This is an optimization exercise on Yosys and OpenROAD, whose aim is small area and a short achievable clock period, not a production implementation.
Where RTL was checked, it was by simulation tests only, not by an equivalence proof against the original.
No activity file was given, so power comes from the tool's default toggle rates.

## alu_top
module alu_top(CLK, OP1, OP2, OPRN, OUT, ZERO);
	input CLK;
	input [31:0] OP1;
	input [31:0] OP2;
	input [5:0] OPRN;
	output [31:0] OUT;
	output ZERO;
	reg [31:0] op1_q, op2_q;
	reg [5:0] oprn_q;
	reg [31:0] out_q;
	reg zero_q;
	wire [31:0] alu_out;
	wire alu_zero;
	ALU alu_inst(alu_out, alu_zero, op1_q, op2_q, oprn_q);
	always @(posedge CLK) begin
		op1_q <= OP1;
		op2_q <= OP2;
		oprn_q <= OPRN;
		out_q <= alu_out;
		zero_q <= alu_zero;
	end
	assign OUT = out_q;
	assign ZERO = zero_q;
endmodule
Settings: LEC_CHECK=0, CAP_MARGIN=50, CORE_MARGIN=2, CORE_UTILIZATION=40, SLEW_MARGIN=70, SYNTH_HIERARCHICAL=1, SYNTH_MINIMUM_KEEP_SIZE=0; clock period 29.5 ns.
run.sh (not shown) runs the stock make flow with config.mk's settings and CLKGATE_MAP_FILE= SYNTH_SCRIPT=/design/flow/synth_recipe.tcl, a recipe that flattens the netlist after the stock synthesis.
Rerun with:
==> flow/flow/run.sh (new file) <==
#!/bin/bash
set -euo pipefail
bash standard.sh SETUP_SLACK_MARGIN=22 finish > standard_flow.log 2>&1
==> flow/standard.sh (new file) <==
#!/bin/bash
# synth_recipe.tcl (not shown) runs the flow's synth.tcl, then flattens the netlist and writes it again
# the make line also repeats each setting of config.mk as NAME=value (left out here)
make -C /OpenROAD-flow-scripts/flow DESIGN_CONFIG=/design/flow/config.mk WORK_HOME=/design/flow/orfs CLKGATE_MAP_FILE= SYNTH_SCRIPT=/design/flow/synth_recipe.tcl "${@:-finish}"
CAP_MARGIN = 20   (was 50)
SLEW_MARGIN = 20   (was 70)
removed: flow/run.sh
=> Area after synthesis is unchanged. Clock-buffer cell count falls by 1. Combinational power rises by about a fifth. Total power rises by roughly a tenth. Setup slack gets better by 1.6 ns. Register-to-register slack gets better by 1.6 ns. Final area rises by a little under a tenth.
Rerun with:
==> flow/flow/run.sh (replaced) <==
#!/bin/bash
set -euo pipefail
bash standard.sh SETUP_SLACK_MARGIN=21 finish > standard_flow.log 2>&1
Effect: Design area goes down by roughly a tenth; sequential power hardly moves; core utilization came out lower by 4.8 points.
Function was not checked in any run of this note: the RTL went through the layout flow alone.

---

Another version of the RTL of alu_top (not shown whole).
For scale: ~1,800 cells after synthesis, about 100 I/O pins, roughly 17,000 um^2 of cells after synthesis.
export LEC_CHECK = 0
export CAP_MARGIN = 20
export CORE_MARGIN = 2
export CORE_UTILIZATION = 40
export SLEW_MARGIN = 20
export SYNTH_HIERARCHICAL = 1
export SYNTH_MINIMUM_KEEP_SIZE = 0
create_clock -name core_clock -period 29.5 [get_ports {CLK}]
standard.sh (not shown) runs the stock make flow with config.mk's settings and CLKGATE_MAP_FILE= SYNTH_SCRIPT=/design/flow/synth_recipe.tcl, a recipe that flattens the netlist after the stock synthesis.
==> flow/flow/run.sh <==
#!/bin/bash
set -euo pipefail
bash standard.sh "BUFFER_PORTS_ARGS=-buffer_cell sky130_fd_sc_hd__buf_1" SETUP_SLACK_MARGIN=22.5 finish > standard_flow.log 2>&1
The baseline completed without violations.
==> next run, changes <==
- CAP_MARGIN: 20 -> 0
- CTS_BUF_LIST: not set -> sky130_fd_sc_hd__clkbuf_8
- SLEW_MARGIN: 20 -> 0
What happened:
- The new run finished with timing, DRC and antenna clean
- core utilization decreases by 0.58 points
- wire length is about the same
- worst setup slack is worse by 4.5 ps
- non-clock buffer count went down by 15
- count of clock-buffer cells in the layout decreases by 2
==> next run, changes <==
==> flow/flow/run.sh (replaced) <==
#!/bin/bash
set -euo pipefail
bash standard.sh "BUFFER_PORTS_ARGS=-buffer_cell sky130_fd_sc_hd__buf_1" SETUP_SLACK_MARGIN=22.5 REMOVE_ABC_BUFFERS=1 finish > standard_flow.log 2>&1
- CAP_MARGIN: 0 -> 20
- SLEW_MARGIN: 0 -> 20
Effect:
- The new run completed without violations
- design area came out higher slightly
- worst setup slack is better by 49 ps
- total power stays flat
- maximum frequency came out higher slightly
- worst hold slack is worse by 84 ps
- sequential power is about the same
- via count stays flat
- synthesized area stays the same
- clock power came out higher by about a fifth
- routed wire length came out higher slightly
==> next run, changes <==
==> flow/flow/run.sh (replaced) <==
#!/bin/bash
set -euo pipefail
bash standard.sh "BUFFER_PORTS_ARGS=-buffer_cell sky130_fd_sc_hd__buf_1" SETUP_SLACK_MARGIN=22.5 finish > standard_flow.log 2>&1
=> Fmax decreases by 0.57%. Worst setup slack is worse by 40 ps. Die area stays the same.

---

Starting RTL as in the previous note.
==> flow/config.mk <==
export PLATFORM = sky130hd
export DESIGN_NAME = alu_top
export DESIGN_NICKNAME = alu_top
export VERILOG_FILES = /design/flow/design.v
export SDC_FILE = /design/flow/constraint.sdc
export NUM_CORES = 4
export LEC_CHECK = 0
export CAP_MARGIN = 20
export CORE_MARGIN = 2
export CORE_UTILIZATION = 40
export CTS_BUF_LIST = sky130_fd_sc_hd__clkbuf_8
export PLACE_DENSITY = 0.75
export SLEW_MARGIN = 20
export SYNTH_HIERARCHICAL = 1
export SYNTH_MINIMUM_KEEP_SIZE = 0
==> flow/constraint.sdc <==
create_clock -name core_clock -period 29.5 [get_ports {CLK}]
set_input_delay 5.9000 -clock core_clock [delete_from_list [all_inputs] [get_ports {CLK}]]
set_output_delay 5.9000 -clock core_clock [all_outputs]
set_load 0.01 [all_outputs]
==> flow/flow/run.sh <==
#!/bin/bash
set -euo pipefail
bash standard.sh "BUFFER_PORTS_ARGS=-buffer_cell sky130_fd_sc_hd__buf_1" SETUP_SLACK_MARGIN=22.5 finish > standard_flow.log 2>&1
The starting point produced a clean layout.
Rerun with:
==> flow/flow/run.sh (replaced) <==
#!/bin/bash
set -euo pipefail
bash standard.sh "BUFFER_PORTS_ARGS=-buffer_cell sky130_fd_sc_hd__buf_1" SETUP_SLACK_MARGIN=22.7 finish > standard_flow.log 2>&1
PLACE_DENSITY = default   (was 0.75)
Design area goes up by 2.1%.
Hold slack improved by 16 ps.
Via count goes down by 0.31%.
Final cell count goes up by 1.1%.
Count of clock-buffer cells in the layout goes up by 1.
Sequential cell count stays the same.
Synthesized cell count is unchanged.

---

Setup of birch:
alu_top, a different RTL version from the one above (not shown whole).
For scale: ~100 I/O pins, ~17000 µm² of cells after synthesis.
Settings: LEC_CHECK=0, CAP_MARGIN=20, CORE_MARGIN=2, CORE_UTILIZATION=40, SLEW_MARGIN=20, SYNTH_HIERARCHICAL=1, SYNTH_MINIMUM_KEEP_SIZE=0; clock period 29.5 ns.
==> flow/flow/run.sh <==
#!/bin/bash
set -euo pipefail
bash standard.sh SETUP_SLACK_MARGIN=21.5 finish > standard_flow.log 2>&1
> inputs changed (birch -> cedar)
==> flow/flow/run.sh <==
#!/bin/bash
set -euo pipefail
bash standard.sh SETUP_SLACK_MARGIN=21 finish > standard_flow.log 2>&1
### Flow results
- Sequential portion of the cell area: cedar vs birch, no meaningful difference
- Comparing birch with cedar, the final cell count without fillers came out essentially unchanged.
- Compared with birch, in cedar static leakage power decreased by about 1.3% relative to the old numbers, peak fanout along the critical path picked up an extra about 24%.

---

Starting RTL as in the previous note.
// alu_top
module alu_top(CLK, OP1, OP2, OPRN, OUT, ZERO);
	input CLK;
	input [31:0] OP1;
	input [31:0] OP2;
	input [5:0] OPRN;
	output [31:0] OUT;
	output ZERO;
	reg [31:0] op1_q, op2_q;
	reg [5:0] oprn_q;
	reg [31:0] out_q;
	reg zero_q;
	wire [31:0] alu_out;
	wire alu_zero;
	ALU alu_inst(alu_out, alu_zero, op1_q, op2_q, oprn_q);
	always @(posedge CLK) begin
		op1_q <= OP1;
		op2_q <= OP2;
		oprn_q <= OPRN;
		out_q <= alu_out;
		zero_q <= alu_zero;
	end
	assign OUT = out_q;
	assign ZERO = zero_q;
endmodule
Settings: LEC_CHECK=0, CAP_MARGIN=20, CORE_MARGIN=2, CORE_UTILIZATION=40, CTS_BUF_LIST=sky130_fd_sc_hd__clkbuf_4 sky130_fd_sc_hd__clkbuf_8, SLEW_MARGIN=20, SYNTH_HIERARCHICAL=1, SYNTH_MINIMUM_KEEP_SIZE=0; clock period 29.5 ns.
==> flow/flow/run.sh <==
#!/bin/bash
set -euo pipefail
bash standard.sh "BUFFER_PORTS_ARGS=-buffer_cell sky130_fd_sc_hd__buf_1" SETUP_SLACK_MARGIN=21.5 finish > standard_flow.log 2>&1
The first run went through all stages and came out clean.
Next try:
==> flow/flow/run.sh (replaced) <==
#!/bin/bash
set -euo pipefail
bash standard.sh SETUP_SLACK_MARGIN=22 finish > standard_flow.log 2>&1
--- a/flow/config.mk
+++ b/flow/config.mk
@@ -11 +10,0 @@
-export CTS_BUF_LIST = sky130_fd_sc_hd__clkbuf_4 sky130_fd_sc_hd__clkbuf_8
Non-clock buffer count goes up by 103.
Design area climbs by 15%.
Setup slack improved by 510 ps.
Total power rose by about 10%.
Routed wire length is higher by about 12%.
Flip-flop and latch count is unchanged.
First-iteration DRC count goes up by about 33%.
Synthesized cell count is unchanged.
Register-to-register slack gets better by 510 ps.
Hold slack got worse by 7.4 ps.
Next try:
==> flow/flow/run.sh (replaced) <==
#!/bin/bash
set -euo pipefail
bash standard.sh "BUFFER_PORTS_ARGS=-buffer_cell sky130_fd_sc_hd__buf_1" SETUP_SLACK_MARGIN=21.5 finish > standard_flow.log 2>&1
What happened: The new run went through all stages and came out clean; first-iteration DRC count went down by a quarter to a third; worst hold slack hardly moves; sequential share of layout area rose by 1.2 points; design area fell by roughly a tenth; core utilization decreases by 6.5 points; total power falls by a few percent; critical path depth is lower by 2; routed wire length went down by roughly a tenth; die area is unchanged; count of clock-buffer cells in the layout stays the same.
Next try:
--- a/flow/config.mk
+++ b/flow/config.mk
@@ -10 +10 @@
-export CORE_UTILIZATION = 40
+export CORE_UTILIZATION = 65
After rerunning: Cell area is lower slightly. Worst setup slack is better by 86 ps. Final cell count went down by roughly a tenth. Worst hold slack improves by 38 ps. Wire length came out lower by a few percent. Global-route usage increases by 16 points. Total power went down by a few percent. Synthesized cell count stays the same. Clock-buffer cell count stays the same. Clock power barely changes. Die area drops by well over a third.
Next try:
--- a/flow/config.mk
+++ b/flow/config.mk
@@ -7,0 +8 @@
+export ABC_AREA = 1
@@ -10 +11 @@
-export CORE_UTILIZATION = 65
+export CORE_UTILIZATION = 40
Effect: The new run finished clean. Synthesized area rose by a little under a tenth. Critical path depth came out higher by 4. Design area is higher by a few percent. Routed wire length rises by a few percent. Worst setup slack improves by 63 ps. Total power rises by roughly a tenth.

==> port drivers added, routing unchanged <==
The flow's constraints put no driver on any port. The routed layouts listed below were extracted and timed again, unchanged, in two steps. Step 1 (the two cells are an assumption about what drives the block):
set clk [get_ports {CLK}]
set_driving_cell -lib_cell sky130_fd_sc_hd__clkbuf_16 $clk
set_driving_cell -lib_cell sky130_fd_sc_hd__buf_2 [delete_from_list [all_inputs] $clk]
Step 2, shift: input delay + t, output delay - t, t = (earliest + latest rising clock arrival at the registers) / 2. This alone moves slack from input paths to output paths. Slacks: no drivers / after step 1 / after step 2; pairs: no drivers / after step 1.
run	t, ns	setup WS [ns]	slew at the worst register clock pin (ns)	worst slew at a driven data input, ns	cell pins on the clock port's net
the first run of note 1	0.397	20.338 / 20.338 / 20.338	0.08 / 0.08	0.07	1
the second run of note 1	0.405	21.903 / 21.903 / 21.903	0.08 / 0.08	0.07	1
the third run of note 1	0.390	21.240 / 21.240 / 21.240	0.08 / 0.08	0.07	1
the first run of note 2	0.387	22.589 / 22.589 / 22.589	0.08 / 0.08	0.03	1
the second run of note 2	0.415	22.585 / 22.585 / 22.585	0.11 / 0.11	0.03	1
the third run of note 2	0.488	22.633 / 22.619 / 22.633	0.12 / 0.12	0.04	1
the fourth run of note 2	0.422	22.594 / 22.594 / 22.594	0.11 / 0.11	0.03	1
the first run of note 3	0.409	22.615 / 22.615 / 22.615	0.12 / 0.12	0.04	1
the second run of note 3	0.421	22.712 / 22.681 / 22.765	0.12 / 0.12	0.03	1
birch	0.384	21.660 / 21.660 / 21.660	0.08 / 0.08	0.06	1
cedar	0.384	21.245 / 21.245 / 21.245	0.08 / 0.08	0.06	1
the first run of note 5	0.424	21.571 / 21.571 / 21.571	0.12 / 0.12	0.05	1
the second run of note 5	0.384	22.079 / 22.079 / 22.079	0.08 / 0.08	0.06	1
the third run of note 5	0.388	21.553 / 21.553 / 21.553	0.08 / 0.08	0.05	1
the fourth run of note 5	0.395	21.639 / 21.639 / 21.639	0.08 / 0.08	0.04	1
the fifth run of note 5	0.453	21.702 / 21.702 / 21.702	0.09 / 0.09	0.03	1
After both steps setup and hold are still met in every run listed.
